From an optimization exercise on the open Yosys and OpenROAD flow, aimed at small area and a short achievable clock period; shortcuts taken in it are not production practice.
Where RTL was checked, it was by simulation tests only, not by an equivalence proof against the original.
The RTL of run 1 was laid out without a check of its function.
No run shown here takes its clock network from TritonCTS; it comes from the design's own scripts or RTL.
The clock input has no modelled driver; a real chip could not lean on it and would need a root buffer or a full tree.

## flow/design.v (module list and top-level ports; edited modules follow where they fit)
// module bw_fa: 4 lines
// module bw_ha: 4 lines
// module bw_booth_enc: 12 lines
// module bw_xnor: 3 lines
// module bw_or: 3 lines
// module bw_fa1: 4 lines
// module baughWooleyArrayMultiplier: 2197 lines
// module mul32: 22 lines
module mul32 (
    input             clk,
    input      [31:0] a,
    input      [31:0] b,
    output reg [63:0] product
);
  // ...
==> flow/flow/run.sh <==
#!/bin/bash
export BUFFER_PORTS_ARGS="-buffer_cell sky130_fd_sc_hd__buf_2"
export CTS_ARGS="-sink_clustering_enable -repair_clock_nets -dont_use_dummy_load"
export POST_CTS_TCL="$PWD/flow/clock_inv.tcl"
export SETUP_SLACK_MARGIN=23.30
export POST_GLOBAL_PLACE_TCL="$PWD/flow/keep_outputs.tcl"
export PRE_FINAL_REPORT_TCL="$PWD/flow/release.tcl"
bash standard.sh > standard.log 2>&1
==> flow/flow/clock_inv.tcl <==
# Clock tree rework, run after CTS. CTS builds one root buffer that drives
# every leaf buffer across the die. Here the clock port instead drives up to
# four root inverters, one per quadrant of the leaves, and each leaf buffer
# becomes an inverter: every register's clock still passes through the same
# two stages (now inverting twice), keeping the tree balanced, with about
# half the insertion delay. Leaf clusters and flip-flops are left as CTS
# made them.
set root_cell sky130_fd_sc_hd__clkinv_16
set leaf_cell sky130_fd_sc_hd__clkinv_4
set block [ord::get_db_block]
set port_net [[$block findBTerm clk] getNet]
set roots {}
foreach it [$port_net getITerms] { lappend roots [$it getInst] }
if {[llength $roots] != 1} { error "clock_roots: expected one root buffer, found [llength $roots]" }
set root [lindex $roots 0]
set root_master [[$root getMaster] getName]
set root_out ""
foreach it [$root getITerms] {
  if {[$it isOutputSignal]} { set root_out [$it getNet] }
}
set leaves {}
foreach it [$root_out getITerms] {
  if {[$it isInputSignal]} { lappend leaves $it }
}
# every leaf must be a buffer whose output drives only flip-flop clock pins
foreach it $leaves {
  set li [$it getInst]
  if {![string match "*clkbuf*" [[$li getMaster] getName]]} { error "clock_roots: unexpected leaf [$li getName]" }
  foreach o [$li getITerms] {
    if {[$o isOutputSignal]} {
      foreach s [[$o getNet] getITerms] {
        if {[$s isInputSignal] && ![string match "*dfxtp*" [[[$s getInst] getMaster] getName]]} {
          error "clock_roots: leaf [$li getName] drives [[$s getInst] getName]"
        }
      }
    }
  }
}
puts "clock_roots: root [$root getName] ($root_master) drives [llength $leaves] pins"
# split the leaves at the median x, then each half at its median y
proc loc {it} {
  set b [[$it getInst] getBBox]
  return [list [expr {([$b xMin] + [$b xMax]) / 2}] [expr {([$b yMin] + [$b yMax]) / 2}]]
}
set pts {}
foreach it $leaves { lappend pts [concat [loc $it] [list $it]] }
set pts [lsort -integer -index 0 $pts]
set h [expr {[llength $pts] / 2}]
set groups {}
foreach half [list [lrange $pts 0 [expr {$h - 1}]] [lrange $pts $h end]] {
  set half [lsort -integer -index 1 $half]
  set q [expr {[llength $half] / 2}]
  lappend groups [lrange $half 0 [expr {$q - 1}]] [lrange $half $q end]
}
set n 0
foreach g $groups {
  if {[llength $g] == 0} continue
  set sx 0; set sy 0
  foreach p $g { incr sx [lindex $p 0]; incr sy [lindex $p 1] }
  set cx [expr {$sx / [llength $g]}]
  set cy [expr {$sy / [llength $g]}]
  set bname "clkroot_$n"
  set nname "clkroot_net_$n"
  set inst [odb::dbInst_create $block [[ord::get_db] findMaster $root_cell] $bname]
  set net [odb::dbNet_create $block $nname]
  $inst setLocation $cx $cy
  $inst setPlacementStatus PLACED
  $net setSigType CLOCK
  foreach p $g {
    set it [lindex $p 2]
    $it disconnect
    $it connect $net
  }
  foreach it [$inst getITerms] {
    if {[$it isOutputSignal]} { $it connect $net }
    if {[$it isInputSignal]} { $it connect $port_net }
  }
  puts "clock_roots: $bname at $cx $cy drives [llength $g] pins"
  incr n
}
# replace each leaf buffer by an inverter at the same place
set k 0
foreach it $leaves {
  set li [$it getInst]
  set in_net ""
  set out_net ""
  foreach t [$li getITerms] {
    if {[$t isInputSignal]} { set in_net [$t getNet] }
    if {[$t isOutputSignal]} { set out_net [$t getNet] }
  }
  set loc [$li getLocation]
  set ni [odb::dbInst_create $block [[ord::get_db] findMaster $leaf_cell] "clkleaf_$k"]
  $ni setLocation [lindex $loc 0] [lindex $loc 1]
  $ni setPlacementStatus PLACED
  odb::dbInst_destroy $li
  foreach t [$ni getITerms] {
    if {[$t isInputSignal]} { $t connect $in_net }
    if {[$t isOutputSignal]} { $t connect $out_net }
  }
  incr k
}
odb::dbInst_destroy $root
odb::dbNet_destroy $root_out
detailed_placement
check_placement
estimate_parasitics -placement
==> flow/flow/keep_outputs.tcl <==
set block [ord::get_db_block]
set n 0
foreach bt [$block getBTerms] {
  if {[$bt getIoType] != "OUTPUT"} continue
  foreach it [[$bt getNet] getITerms] {
    if {[$it isOutputSignal]} {
      [$it getInst] setDoNotTouch 1
      incr n
    }
  }
}
puts "keep_outputs: $n output buffers marked dont_touch"
==> flow/flow/release.tcl <==
# Run at the start of the final report step, before its global_connect: drop
# the dont_touch marks that flow/keep_outputs.tcl set on the output port
# buffers, so that global_connect ties their supply pins to VDD and VSS.
set n 0
foreach inst [[ord::get_db_block] getInsts] {
  if {[$inst isDoNotTouch]} {
    $inst setDoNotTouch 0
    incr n
  }
}
puts "release: cleared dont_touch on $n cells"
==> flow/standard.sh <==
#!/bin/bash
# synth_recipe.tcl (not shown) runs the flow's synth.tcl, then flattens the netlist and writes it again
# the make line also repeats each setting of config.mk as NAME=value (left out here)
make -C /OpenROAD-flow-scripts/flow DESIGN_CONFIG=/design/flow/config.mk WORK_HOME=/design/flow/orfs CLKGATE_MAP_FILE= SYNTH_SCRIPT=/design/flow/synth_recipe.tcl "${@:-finish}"
==> flow/config.mk <==
export PLATFORM = sky130hd
export DESIGN_NAME = mul32
export DESIGN_NICKNAME = mul32
export VERILOG_FILES = /design/flow/design.v
export SDC_FILE = /design/flow/constraint.sdc
export NUM_CORES = 4
export LEC_CHECK = 0
export ABC_AREA = 1
export CAP_MARGIN = 20
export CORE_MARGIN = 2
export CORE_UTILIZATION = 40
export SLEW_MARGIN = 20
export SYNTH_HIERARCHICAL = 1
export SYNTH_MINIMUM_KEEP_SIZE = 0
==> flow/constraint.sdc <==
create_clock -name core_clock -period 30.0 [get_ports {clk}]
set_input_delay 6.0000 -clock core_clock [delete_from_list [all_inputs] [get_ports {clk}]]
set_output_delay 6.0000 -clock core_clock [all_outputs]
set_load 0.01 [all_outputs]
==> metrics.md, run 1 <==
| Metric | Value |
|---|---|
| Slowest CP cell | `dfxtp_2` |
| # fillers | `~5.6k` |
| Ys Warns | `7` |
| Die width | `between 200 and 250 um` |
| Max-area cell class | `multi-input gates` |
| Layout Cells excl Fill | `about 3.1k` |
| Min Tclk post-route | `about 6700 ps` |
| Simple-Gate Fraction of Synth Area | `0.03036` |
| Most common cell after layout, fill and taps aside | `xor2_1` |
| Slew Limit Fails | `0` |
| Top-area cell type share of the netlist area | `0.3923` |
| Setup_tns | `0 ps` |
| Multi-input gate area in the final layout | `slightly below 20000 um2` |
| Period utilization | `0.2231` |
| Total GRT Usage | `0.2783` |
| Clock slew at reported path FFs | `between 100 and 150 ps` |
| Status | `timing/DRC/antenna clean` |
| Mapped cell area | `approximately 24000 um2` |
| DR WL met2 | `38830 um` |
| Metal-1 WL | `approximately 32000 um` |
| Largest registers | `product (64), na_q (32)` |
| Clk_skew | `roughly 44 ps` |
| Initial Util | `0.4056` |
| Dpl cells | `3091` |
| Async SR Flop Fraction | `0` |
| Area leader, netlist | `fa_1` |
| N_taps | `between 700 and 800` |
| FF-to-FF End | `product[62]$_DFF_P_` |
| GR Util met1 | `0.3447` |
| Hold Crit Depth | `2` |
| Hold endpoint | `product[0]$_DFF_P_` |
| Startpoint Class | `flop` |
| # setup viols final | `0` |
| Seq/total area | `0.1178` |
| Post-synthesis average cell area | `between 9 and 10 um2` |
| Worst R2R Start | `neg_q[14]$_DFF_P_` |
| Initial antenna violation count | `0` |
| Vias in the first global route | `21.13k` |
| Sink Count | `approximately 140` |
| WP buf/inv | `1` |
| Vias | `between 15k and 20k` |
| Inverters | `159` |
==> run 2: changes to the inputs <==
--- a/flow/design.v
+++ b/flow/design.v
@@ -2003,97 +2003,98 @@
     wire gg2 = g0[2] | (p0[2] & gg1);
     wire gg3 = g0[3] | (p0[3] & gg2);
     wire gg4 = g0[4] | (p0[4] & gg3);
     wire gg5 = g0[5] | (p0[5] & gg4);
     wire gg6 = g0[6] | (p0[6] & gg5);
     wire gg7 = g0[7] | (p0[7] & gg6);
     wire gg8 = g0[8] | (p0[8] & gg7);
     wire gg9 = g0[9] | (p0[9] & gg8);
-    wire gg10 = g0[10] | (p0[10] & gg9);
-    wire gg11 = g0[11] | (p0[11] & gg10);
-    wire gg12 = g0[13] | (p0[13] & g0[12]);
-    wire pp12 = p0[13] & p0[12];
-    wire gg13 = g0[15] | (p0[15] & g0[14]);
-    wire pp13 = p0[15] & p0[14];
-    wire gg14 = g0[17] | (p0[17] & g0[16]);
-    wire pp14 = p0[17] & p0[16];
-    wire gg15 = g0[19] | (p0[19] & g0[18]);
-    wire pp15 = p0[19] & p0[18];
-    wire gg16 = g0[21] | (p0[21] & g0[20]);
-    wire pp16 = p0[21] & p0[20];
-    wire gg17 = g0[23] | (p0[23] & g0[22]);
-    wire pp17 = p0[23] & p0[22];
-    wire gg18 = g0[25] | (p0[25] & g0[24]);
-    wire pp18 = p0[25] & p0[24];
-    wire gg19 = g0[27] | (p0[27] & g0[26]);
-    wire pp19 = p0[27] & p0[26];
-    wire gg20 = g0[29] | (p0[29] & g0[28]);
-    wire pp20 = p0[29] & p0[28];
-    wire gg21 = g0[31] | (p0[31] & g0[30]);
-    wire pp21 = p0[31] & p0[30];
-    wire gg22 = g0[33] | (p0[33] & g0[32]);
-    wire pp22 = p0[33] & p0[32];
-    wire gg23 = g0[35] | (p0[35] & g0[34]);
-    wire pp23 = p0[35] & p0[34];
-    wire gg24 = g0[37] | (p0[37] & g0[36]);
-    wire pp24 = p0[37] & p0[36];
-    wire gg25 = g0[39] | (p0[39] & g0[38]);
-    wire pp25 = p0[39] & p0[38];
-    wire gg26 = g0[41] | (p0[41] & g0[40]);
-    wire pp26 = p0[41] & p0[40];
-    wire gg27 = g0[43] | (p0[43] & g0[42]);
-    wire pp27 = p0[43] & p0[42];
-    wire gg28 = g0[45] | (p0[45] & g0[44]);
-    wire pp28 = p0[45] & p0[44];
-    wire gg29 = g0[47] | (p0[47] & g0[46]);
-    wire pp29 = p0[47] & p0[46];
-    wire gg30 = g0[49] | (p0[49] & g0[48]);
-    wire pp30 = p0[49] & p0[48];
-    wire gg31 = g0[51] | (p0[51] & g0[50]);
-    wire pp31 = p0[51] & p0[50];
-    wire gg32 = g0[53] | (p0[53] & g0[52]);
-    wire pp32 = p0[53] & p0[52];
-    wire gg33 = g0[55] | (p0[55] & g0[54]);
-    wire pp33 = p0[55] & p0[54];
-    wire gg34 = g0[57] | (p0[57] & g0[56]);
-    wire pp34 = p0[57] & p0[56];
-    wire gg35 = g0[59] | (p0[59] & g0[58]);
-    wire pp35 = p0[59] & p0[58];
-    wire gg36 = g0[61] | (p0[61] & g0[60]);
-    wire pp36 = p0[61] & p0[60];
-    wire gg37 = g0[63] | (p0[63] & g0[62]);
-    wire pp37 = p0[63] & p0[62];
-    wire gg38 = gg13 | (pp13 & gg12);
-    wire pp38 = pp13 & pp12;
-    wire gg39 = gg15 | (pp15 & gg14);
-    wire pp39 = pp15 & pp14;
-    wire gg40 = gg17 | (pp17 & gg16);
-    wire pp40 = pp17 & pp16;
-    wire gg41 = gg19 | (pp19 & gg18);
-    wire pp41 = pp19 & pp18;
-    wire gg42 = gg21 | (pp21 & gg20);
-    wire pp42 = pp21 & pp20;
-    wire gg43 = gg23 | (pp23 & gg22);
-    wire pp43 = pp23 & pp22;
-    wire gg44 = gg25 | (pp25 & gg24);
-    wire pp44 = pp25 & pp24;
-    wire gg45 = gg27 | (pp27 & gg26);
-    wire pp45 = pp27 & pp26;
-    wire gg46 = gg29 | (pp29 & gg28);
-    wire pp46 = pp29 & pp28;
-    wire gg47 = gg31 | (pp31 & gg30);
-    wire pp47 = pp31 & pp30;
-    wire gg48 = gg33 | (pp33 & gg32);
-    wire pp48 = pp33 & pp32;
-    wire gg49 = gg35 | (pp35 & gg34);
-    wire pp49 = pp35 & pp34;
-    wire gg50 = gg37 | (pp37 & gg36);
-    wire pp50 = pp37 & pp36;
-    wire gg51 = gg38 | (pp38 & gg11);
+    wire gg10 = g0[11] | (p0[11] & g0[10]);
+    wire pp10 = p0[11] & p0[10];
+    wire gg11 = g0[13] | (p0[13] & g0[12]);
+    wire pp11 = p0[13] & p0[12];
+    wire gg12 = g0[15] | (p0[15] & g0[14]);
+    wire pp12 = p0[15] & p0[14];
+    wire gg13 = g0[17] | (p0[17] & g0[16]);
+    wire pp13 = p0[17] & p0[16];
+    wire gg14 = g0[19] | (p0[19] & g0[18]);
+    wire pp14 = p0[19] & p0[18];
+    wire gg15 = g0[21] | (p0[21] & g0[20]);
+    wire pp15 = p0[21] & p0[20];
+    wire gg16 = g0[23] | (p0[23] & g0[22]);
+    wire pp16 = p0[23] & p0[22];
+    wire gg17 = g0[25] | (p0[25] & g0[24]);
+    wire pp17 = p0[25] & p0[24];
+    wire gg18 = g0[27] | (p0[27] & g0[26]);
+    wire pp18 = p0[27] & p0[26];
+    wire gg19 = g0[29] | (p0[29] & g0[28]);
+    wire pp19 = p0[29] & p0[28];
+    wire gg20 = g0[31] | (p0[31] & g0[30]);
+    wire pp20 = p0[31] & p0[30];
+    wire gg21 = g0[33] | (p0[33] & g0[32]);
+    wire pp21 = p0[33] & p0[32];
+    wire gg22 = g0[35] | (p0[35] & g0[34]);
+    wire pp22 = p0[35] & p0[34];
+    wire gg23 = g0[37] | (p0[37] & g0[36]);
+    wire pp23 = p0[37] & p0[36];
+    wire gg24 = g0[39] | (p0[39] & g0[38]);
+    wire pp24 = p0[39] & p0[38];
+    wire gg25 = g0[41] | (p0[41] & g0[40]);
+    wire pp25 = p0[41] & p0[40];
+    wire gg26 = g0[43] | (p0[43] & g0[42]);
+    wire pp26 = p0[43] & p0[42];
+    wire gg27 = g0[45] | (p0[45] & g0[44]);
+    wire pp27 = p0[45] & p0[44];
+    wire gg28 = g0[47] | (p0[47] & g0[46]);
+    wire pp28 = p0[47] & p0[46];
+    wire gg29 = g0[49] | (p0[49] & g0[48]);
+    wire pp29 = p0[49] & p0[48];
+    wire gg30 = g0[51] | (p0[51] & g0[50]);
+    wire pp30 = p0[51] & p0[50];
+    wire gg31 = g0[53] | (p0[53] & g0[52]);
+    wire pp31 = p0[53] & p0[52];
+    wire gg32 = g0[55] | (p0[55] & g0[54]);
+    wire pp32 = p0[55] & p0[54];
+    wire gg33 = g0[57] | (p0[57] & g0[56]);
+    wire pp33 = p0[57] & p0[56];
+    wire gg34 = g0[59] | (p0[59] & g0[58]);
+    wire pp34 = p0[59] & p0[58];
+    wire gg35 = g0[61] | (p0[61] & g0[60]);
+    wire pp35 = p0[61] & p0[60];
+    wire gg36 = g0[63] | (p0[63] & g0[62]);
+    wire pp36 = p0[63] & p0[62];
+    wire gg37 = gg10 | (pp10 & gg9);
+    wire gg38 = gg12 | (pp12 & gg11);
+    wire pp38 = pp12 & pp11;
+    wire gg39 = gg14 | (pp14 & gg13);
+    wire pp39 = pp14 & pp13;
+    wire gg40 = gg16 | (pp16 & gg15);
+    wire pp40 = pp16 & pp15;
+    wire gg41 = gg18 | (pp18 & gg17);
+    wire pp41 = pp18 & pp17;
+    wire gg42 = gg20 | (pp20 & gg19);
+    wire pp42 = pp20 & pp19;
+    wire gg43 = gg22 | (pp22 & gg21);
+    wire pp43 = pp22 & pp21;
+    wire gg44 = gg24 | (pp24 & gg23);
+    wire pp44 = pp24 & pp23;
+    wire gg45 = gg26 | (pp26 & gg25);
+    wire pp45 = pp26 & pp25;
+    wire gg46 = gg28 | (pp28 & gg27);
+    wire pp46 = pp28 & pp27;
+    wire gg47 = gg30 | (pp30 & gg29);
+    wire pp47 = pp30 & pp29;
+    wire gg48 = gg32 | (pp32 & gg31);
+    wire pp48 = pp32 & pp31;
+    wire gg49 = gg34 | (pp34 & gg33);
+    wire pp49 = pp34 & pp33;
+    wire gg50 = gg36 | (pp36 & gg35);
+    wire pp50 = pp36 & pp35;
+    wire gg51 = gg38 | (pp38 & gg37);
     wire gg52 = gg40 | (pp40 & gg39);
     wire pp52 = pp40 & pp39;
     wire gg53 = gg42 | (pp42 & gg41);
     wire pp53 = pp42 & pp41;
     wire gg54 = gg44 | (pp44 & gg43);
     wire pp54 = pp44 & pp43;
     wire gg55 = gg46 | (pp46 & gg45);
     wire pp55 = pp46 & pp45;
@@ -2116,119 +2117,120 @@
     wire gg66 = gg54 | (pp54 & gg61);
     wire gg67 = gg56 | (pp56 & gg64);
     wire gg68 = gg39 | (pp39 & gg51);
     wire gg69 = gg41 | (pp41 & gg65);
     wire gg70 = gg43 | (pp43 & gg61);
     wire gg71 = gg45 | (pp45 & gg66);
     wire gg72 = gg47 | (pp47 & gg64);
     wire gg73 = gg49 | (pp49 & gg67);
-    wire gg74 = gg12 | (pp12 & gg11);
-    wire gg75 = gg14 | (pp14 & gg51);
-    wire gg76 = gg16 | (pp16 & gg68);
-    wire gg77 = gg18 | (pp18 & gg65);
-    wire gg78 = gg20 | (pp20 & gg69);
-    wire gg79 = gg22 | (pp22 & gg61);
-    wire gg80 = gg24 | (pp24 & gg70);
-    wire gg81 = gg26 | (pp26 & gg66);
-    wire gg82 = gg28 | (pp28 & gg71);
-    wire gg83 = gg30 | (pp30 & gg64);
-    wire gg84 = gg32 | (pp32 & gg72);
-    wire gg85 = gg34 | (pp34 & gg67);
-    wire gg86 = gg36 | (pp36 & gg73);
-    wire gg87 = g0[12] | (p0[12] & gg11);
-    wire gg88 = g0[14] | (p0[14] & gg74);
-    wire gg89 = g0[16] | (p0[16] & gg51);
-    wire gg90 = g0[18] | (p0[18] & gg75);
-    wire gg91 = g0[20] | (p0[20] & gg68);
-    wire gg92 = g0[22] | (p0[22] & gg76);
-    wire gg93 = g0[24] | (p0[24] & gg65);
-    wire gg94 = g0[26] | (p0[26] & gg77);
-    wire gg95 = g0[28] | (p0[28] & gg69);
-    wire gg96 = g0[30] | (p0[30] & gg78);
-    wire gg97 = g0[32] | (p0[32] & gg61);
-    wire gg98 = g0[34] | (p0[34] & gg79);
-    wire gg99 = g0[36] | (p0[36] & gg70);
-    wire gg100 = g0[38] | (p0[38] & gg80);
-    wire gg101 = g0[40] | (p0[40] & gg66);
-    wire gg102 = g0[42] | (p0[42] & gg81);
-    wire gg103 = g0[44] | (p0[44] & gg71);
-    wire gg104 = g0[46] | (p0[46] & gg82);
-    wire gg105 = g0[48] | (p0[48] & gg64);
-    wire gg106 = g0[50] | (p0[50] & gg83);
-    wire gg107 = g0[52] | (p0[52] & gg72);
-    wire gg108 = g0[54] | (p0[54] & gg84);
-    wire gg109 = g0[56] | (p0[56] & gg67);
-    wire gg110 = g0[58] | (p0[58] & gg85);
-    wire gg111 = g0[60] | (p0[60] & gg73);
-    wire gg112 = g0[62] | (p0[62] & gg86);
+    wire gg74 = gg11 | (pp11 & gg37);
+    wire gg75 = gg13 | (pp13 & gg51);
+    wire gg76 = gg15 | (pp15 & gg68);
+    wire gg77 = gg17 | (pp17 & gg65);
+    wire gg78 = gg19 | (pp19 & gg69);
+    wire gg79 = gg21 | (pp21 & gg61);
+    wire gg80 = gg23 | (pp23 & gg70);
+    wire gg81 = gg25 | (pp25 & gg66);
+    wire gg82 = gg27 | (pp27 & gg71);
+    wire gg83 = gg29 | (pp29 & gg64);
+    wire gg84 = gg31 | (pp31 & gg72);
+    wire gg85 = gg33 | (pp33 & gg67);
+    wire gg86 = gg35 | (pp35 & gg73);
+    wire gg87 = g0[10] | (p0[10] & gg9);
+    wire gg88 = g0[12] | (p0[12] & gg37);
+    wire gg89 = g0[14] | (p0[14] & gg74);
+    wire gg90 = g0[16] | (p0[16] & gg51);
+    wire gg91 = g0[18] | (p0[18] & gg75);
+    wire gg92 = g0[20] | (p0[20] & gg68);
+    wire gg93 = g0[22] | (p0[22] & gg76);
+    wire gg94 = g0[24] | (p0[24] & gg65);
+    wire gg95 = g0[26] | (p0[26] & gg77);
+    wire gg96 = g0[28] | (p0[28] & gg69);
+    wire gg97 = g0[30] | (p0[30] & gg78);
+    wire gg98 = g0[32] | (p0[32] & gg61);
+    wire gg99 = g0[34] | (p0[34] & gg79);
+    wire gg100 = g0[36] | (p0[36] & gg70);
+    wire gg101 = g0[38] | (p0[38] & gg80);
+    wire gg102 = g0[40] | (p0[40] & gg66);
+    wire gg103 = g0[42] | (p0[42] & gg81);
+    wire gg104 = g0[44] | (p0[44] & gg71);
+    wire gg105 = g0[46] | (p0[46] & gg82);
+    wire gg106 = g0[48] | (p0[48] & gg64);
+    wire gg107 = g0[50] | (p0[50] & gg83);
+    wire gg108 = g0[52] | (p0[52] & gg72);
+    wire gg109 = g0[54] | (p0[54] & gg84);
+    wire gg110 = g0[56] | (p0[56] & gg67);
+    wire gg111 = g0[58] | (p0[58] & gg85);
+    wire gg112 = g0[60] | (p0[60] & gg73);
+    wire gg113 = g0[62] | (p0[62] & gg86);
     assign product[0] = p0[0];
     assign product[1] = p0[1] ^ g0[0];
     assign product[2] = p0[2] ^ gg1;
     assign product[3] = p0[3] ^ gg2;
     assign product[4] = p0[4] ^ gg3;
     assign product[5] = p0[5] ^ gg4;
     assign product[6] = p0[6] ^ gg5;
     assign product[7] = p0[7] ^ gg6;
     assign product[8] = p0[8] ^ gg7;
     assign product[9] = p0[9] ^ gg8;
     assign product[10] = p0[10] ^ gg9;
-    assign product[11] = p0[11] ^ gg10;
-    assign product[12] = p0[12] ^ gg11;
-    assign product[13] = p0[13] ^ gg87;
+    assign product[11] = p0[11] ^ gg87;
+    assign product[12] = p0[12] ^ gg37;
+    assign product[13] = p0[13] ^ gg88;
     assign product[14] = p0[14] ^ gg74;
-    assign product[15] = p0[15] ^ gg88;
+    assign product[15] = p0[15] ^ gg89;
     assign product[16] = p0[16] ^ gg51;
-    assign product[17] = p0[17] ^ gg89;
+    assign product[17] = p0[17] ^ gg90;
     assign product[18] = p0[18] ^ gg75;
-    assign product[19] = p0[19] ^ gg90;
+    assign product[19] = p0[19] ^ gg91;
     assign product[20] = p0[20] ^ gg68;
-    assign product[21] = p0[21] ^ gg91;
+    assign product[21] = p0[21] ^ gg92;
     assign product[22] = p0[22] ^ gg76;
-    assign product[23] = p0[23] ^ gg92;
+    assign product[23] = p0[23] ^ gg93;
     assign product[24] = p0[24] ^ gg65;
-    assign product[25] = p0[25] ^ gg93;
+    assign product[25] = p0[25] ^ gg94;
     assign product[26] = p0[26] ^ gg77;
-    assign product[27] = p0[27] ^ gg94;
+    assign product[27] = p0[27] ^ gg95;
     assign product[28] = p0[28] ^ gg69;
-    assign product[29] = p0[29] ^ gg95;
+    assign product[29] = p0[29] ^ gg96;
     assign product[30] = p0[30] ^ gg78;
-    assign product[31] = p0[31] ^ gg96;
+    assign product[31] = p0[31] ^ gg97;
     assign product[32] = p0[32] ^ gg61;
-    assign product[33] = p0[33] ^ gg97;
+    assign product[33] = p0[33] ^ gg98;
     assign product[34] = p0[34] ^ gg79;
-    assign product[35] = p0[35] ^ gg98;
+    assign product[35] = p0[35] ^ gg99;
     assign product[36] = p0[36] ^ gg70;
-    assign product[37] = p0[37] ^ gg99;
+    assign product[37] = p0[37] ^ gg100;
     assign product[38] = p0[38] ^ gg80;
-    assign product[39] = p0[39] ^ gg100;
+    assign product[39] = p0[39] ^ gg101;
     assign product[40] = p0[40] ^ gg66;
-    assign product[41] = p0[41] ^ gg101;
+    assign product[41] = p0[41] ^ gg102;
     assign product[42] = p0[42] ^ gg81;
-    assign product[43] = p0[43] ^ gg102;
+    assign product[43] = p0[43] ^ gg103;
     assign product[44] = p0[44] ^ gg71;
-    assign product[45] = p0[45] ^ gg103;
+    assign product[45] = p0[45] ^ gg104;
     assign product[46] = p0[46] ^ gg82;
-    assign product[47] = p0[47] ^ gg104;
+    assign product[47] = p0[47] ^ gg105;
     assign product[48] = p0[48] ^ gg64;
-    assign product[49] = p0[49] ^ gg105;
+    assign product[49] = p0[49] ^ gg106;
     assign product[50] = p0[50] ^ gg83;
-    assign product[51] = p0[51] ^ gg106;
+    assign product[51] = p0[51] ^ gg107;
     assign product[52] = p0[52] ^ gg72;
-    assign product[53] = p0[53] ^ gg107;
+    assign product[53] = p0[53] ^ gg108;
     assign product[54] = p0[54] ^ gg84;
-    assign product[55] = p0[55] ^ gg108;
+    assign product[55] = p0[55] ^ gg109;
     assign product[56] = p0[56] ^ gg67;
-    assign product[57] = p0[57] ^ gg109;
+    assign product[57] = p0[57] ^ gg110;
     assign product[58] = p0[58] ^ gg85;
-    assign product[59] = p0[59] ^ gg110;
+    assign product[59] = p0[59] ^ gg111;
     assign product[60] = p0[60] ^ gg73;
-    assign product[61] = p0[61] ^ gg111;
+    assign product[61] = p0[61] ^ gg112;
     assign product[62] = p0[62] ^ gg86;
-    assign product[63] = p0[63] ^ gg112;
+    assign product[63] = p0[63] ^ gg113;
 endmodule
 module mul32 (
     input             clk,
     input      [31:0] a,
     input      [31:0] b,
     output reg [63:0] product
 );
     reg  [31:0] na_q;
==> metrics.md, run 2 <==
| Metric | Value |
|---|---|
| DRC viols | `0` |
| Cells after Synth | `2419` |
| Crit path max-delay family | `flip-flops` |
| Dpl cells | `3104 (+0.42%)` |
| # IOs | `roughly 130` |
| R2r setup slk | `about 23000 ps` |
| Fin util | `0.4277` |
| Share of cells above drive strength 1 | `0.1331` |
| Startpoint Class | `flop` |
| Core Area | `about 59000 um2` |
| WP buf/inv | `1 (unchanged)` |
| Cell with the most instances after synthesis | `xor2_1` |
| Area leader, netlist | `fa_1` |
| Antenna Nets Post-Route | `0` |
| Top post-synthesis cells by count | `xor2_1 (530), o22ai_1 (496), fa_1 (469), clkbuf_1 (219), inv_1 (145)` |
| Final hold violations | `0` |
| # setup viols final | `0 (unchanged)` |
| First-pass DRT Iterations | `6` |
| Commonest cells after routing, fill and taps aside | `xor2_1 (530), o22ai_1 (496), fa_1 (469)` |
| Layout Cells excl Fill | `3124 (+0.19%)` |
| Post-synthesis average cell area | `9.936 um2 (-0.33%)` |
| Pin slew with the least headroom to its limit | `1082 ps` |
| Crit. End Element | `primary output` |
| CP startpoint | `product[58]$_DFF_P_` |
| Min Tclk post-route | `6633 ps (-60.20 ps)` |
| WL per Instance | `27.44 um` |
| Remaining Overflow, GRT | `0` |
| Routed wire length | `85710 um` |
| Worst-path cell chain | `buf_2` |
| Largest net degree at the start of global routing | `34` |
| Post-synth net total | `~3.0k` |
| Vias | `19.75k (-0.17%)` |
| Top-area cell type share of the netlist area | `0.3907 (-0.001650)` |
| Ranking of synthesized cells by area | `fa_1 (39%), xor2_1 (19%), o22ai_1 (13%)` |
| Max cap viols | `0` |
| Slew Limit Fails | `0 (unchanged)` |
| Antenna cell count | `0` |
| Async SR Flop Fraction | `0 (unchanged)` |
| DR iter-0 viols | `approximately 2.3k` |
| Slowest CP cell | `dfxtp_2` |
| Die height | `roughly 250 um` |
| WS Path Type | `flop to primary output` |
| Initial antenna violation count | `2 (+2)` |
| Latest clock arrival within the worst-skew pair | `around 170 ps` |
| Hold Crit Class | `flop to flop` |
| Via-to-Cell Ratio | `6.321` |
| Period utilization | `0.2211 (-0.002007)` |
| Initial Util | `0.4057 (about the same)` |
| Die ar. | `slightly above 60000 um2` |
| Port Buffer Count | `around 130` |
| CP max stage delay | `between 300 and 400 ps` |
| Place WS | `around 23000 ps` |
| Top FF cell, synth | `dfxtp_1` |
| Setup_tns | `0 ps (unchanged)` |
| HPWL after detailed placement | `53390 um` |
| Worst R2R Start | `ntwo_q[9]$_DFF_P_` |
| Status | `timing/DRC/antenna clean` |
| RSZ-0062 raised after global routing | `no` |
| Part of the Yosys area used for sequential elements | `0.1199` |
| Most common cell after layout, fill and taps aside | `xor2_1` |
| Total GRT Usage | `0.2732 (-0.005133)` |
| Final design area excluding fillers | `~25000 um2` |
| First-pass GRT wire length | `roughly 130000 um` |
| Max FO, Critical Path | `1` |
| Hold Crit Depth | `2 (unchanged)` |
| Reg2Reg Depth | `20` |
| FF-to-FF End | `product[59]$_DFF_P_` |
| Vias in the first global route | `21.51k (+1.8%)` |
| Ys Warns | `7 (unchanged)` |
| Largest register by flop count | `product` |
| Unique masters post-synth | `34` |
| Mapped cell area | `24030 um2 (+0.21%)` |
| EDFF count, synth | `0` |
| Fmax achieved | `~150 MHz` |
| Worst setup path endpoint | `product[58]` |
| Die width | `249.1 um (+0.10%)` |
| Clk_skew | `42.05 ps (-2.231 ps)` |
| Area grow syn2layout | `5.414%` |
| Relative slew slack | `0.2787` |
| Placed instance area | `between 20000 and 30000 um2` |
| Seq cells post-synth | `about 140` |
| Critical path arrival | `630 ps` |
| Largest registers | `product (64), na_q (32)` |
| Final worst slack | `between 20000 and 25000 ps` |
| CP Depth | `1` |
| Cell row count | `between 80 and 90` |
| CP required | `24000 ps` |
| Sink Count | `144 (unchanged)` |
| Max FFs per register | `64` |
| Nets | `2958` |
| Clock slew at reported path FFs | `80 ps (-30 ps)` |
-- run 2: changes by cell type after synthesis, moves of 2 or more --
| cell | change |
|---|---|
| clkbuf_1 | +5 |
| nand2_1 | +5 |
| nand3_1 | -3 |
| nor2_2 | -2 |
| buf_1 | -5 |
| inv_2 | -2 |
| ha_1 | +2 |
| inv_1 | +9 |
-- run 2: cell type report --
| type | instances | area [um2] |
|---|---|---|
| fillers | 5634 | 33910 |
| multi-input cells | 1843 | 19410 |
| flip-flops and latches | 144 | 2977 |
| repair buffers | 198 | 1174 |
| well taps | 773 | 967.2 |
| inverters | 166 | 808.3 |
-- run 2: cells by family after synthesis --
kind of cell	count (synthesis)	share of synthesized area
AND/OR/NAND/NOR	182	0.03030
AO/OA/AOI/OAI	568	0.1482
XOR/XNOR	553	0.2015
buffers and inverters	432	0.07247
flip-flops	144	0.1199
adder cells (fa/ha/maj)	540	0.4276
-- run 2: per-layer routing --
metal	share of wire	vias to the layer above	GRT usage
met2	0.45	1575	0.4239
met1	0.37	9867	0.3329
met3	0.12	397	0.08140
li1	-	7907	-
met5	0	-	0
met4	0.069	0	0.1725
-- run 2: worst min-delay path by stage --
stage	start	slack (ps)	end
after floorplan	na_q[0]$_DFF_P_	780	product[0]$_DFF_P_
after global placement	none_q[0]$_DFF_P_	820	product[0]$_DFF_P_
after detailed placement	none_q[0]$_DFF_P_	830	product[0]$_DFF_P_
after global routing	none_q[0]$_DFF_P_	840	product[0]$_DFF_P_
final	none_q[0]$_DFF_P_	830	product[0]$_DFF_P_
-- run 2: Yosys stat by module, one instance, submodules excluded, excerpt --
module / flip-flops and latches / copies in the design / cell area, um2 / cells
bw_or: 0 / 1 / 11.26 / 3
bw_xnor: 0 / 1 / 18.77 / 5
mul32: 144 / 1 / 3003 / 176
bw_booth_enc: 0 / 1 / 559.3 / 108
bw_ha: 0 / 18 / 12.51 / 1
bw_fa: 0 / 434 / 20.02 / 1
baughWooleyArrayMultiplier: 0 / 1 / 11530 / 1675
-- run 2: metrics by stage --
stage                     hold WS [ps]
after floorplan                  777.6
after global placement           818.8
after detailed placement         825.1
after global routing             842.3
final                            833.2

port drivers added, routing unchanged:
Ports are ideal in the flow. The routed layouts listed here were re-timed in OpenROAD. Step 1, drivers: a clkbuf_16 drives clk and a buf_2 each remaining input, both assumed. Step 2 times the ports against the registers' clock, not the clock port: input delays grow and output delays shrink by t, the midpoint of the rising clock arrivals with the driver on. a / b / c = ideal / step 1 / step 2; a / b = the first two.
| run | t (ns) | setup slack, ns | worst setup path after step 2 |
|---|---|---|---|
| run 1 | 0.400 | 23.307 / 23.056 / 23.456 | register to output |
| run 2 | 0.384 | 23.367 / 23.130 / 23.470 | register to register |
After both steps every run listed still meets setup and hold.
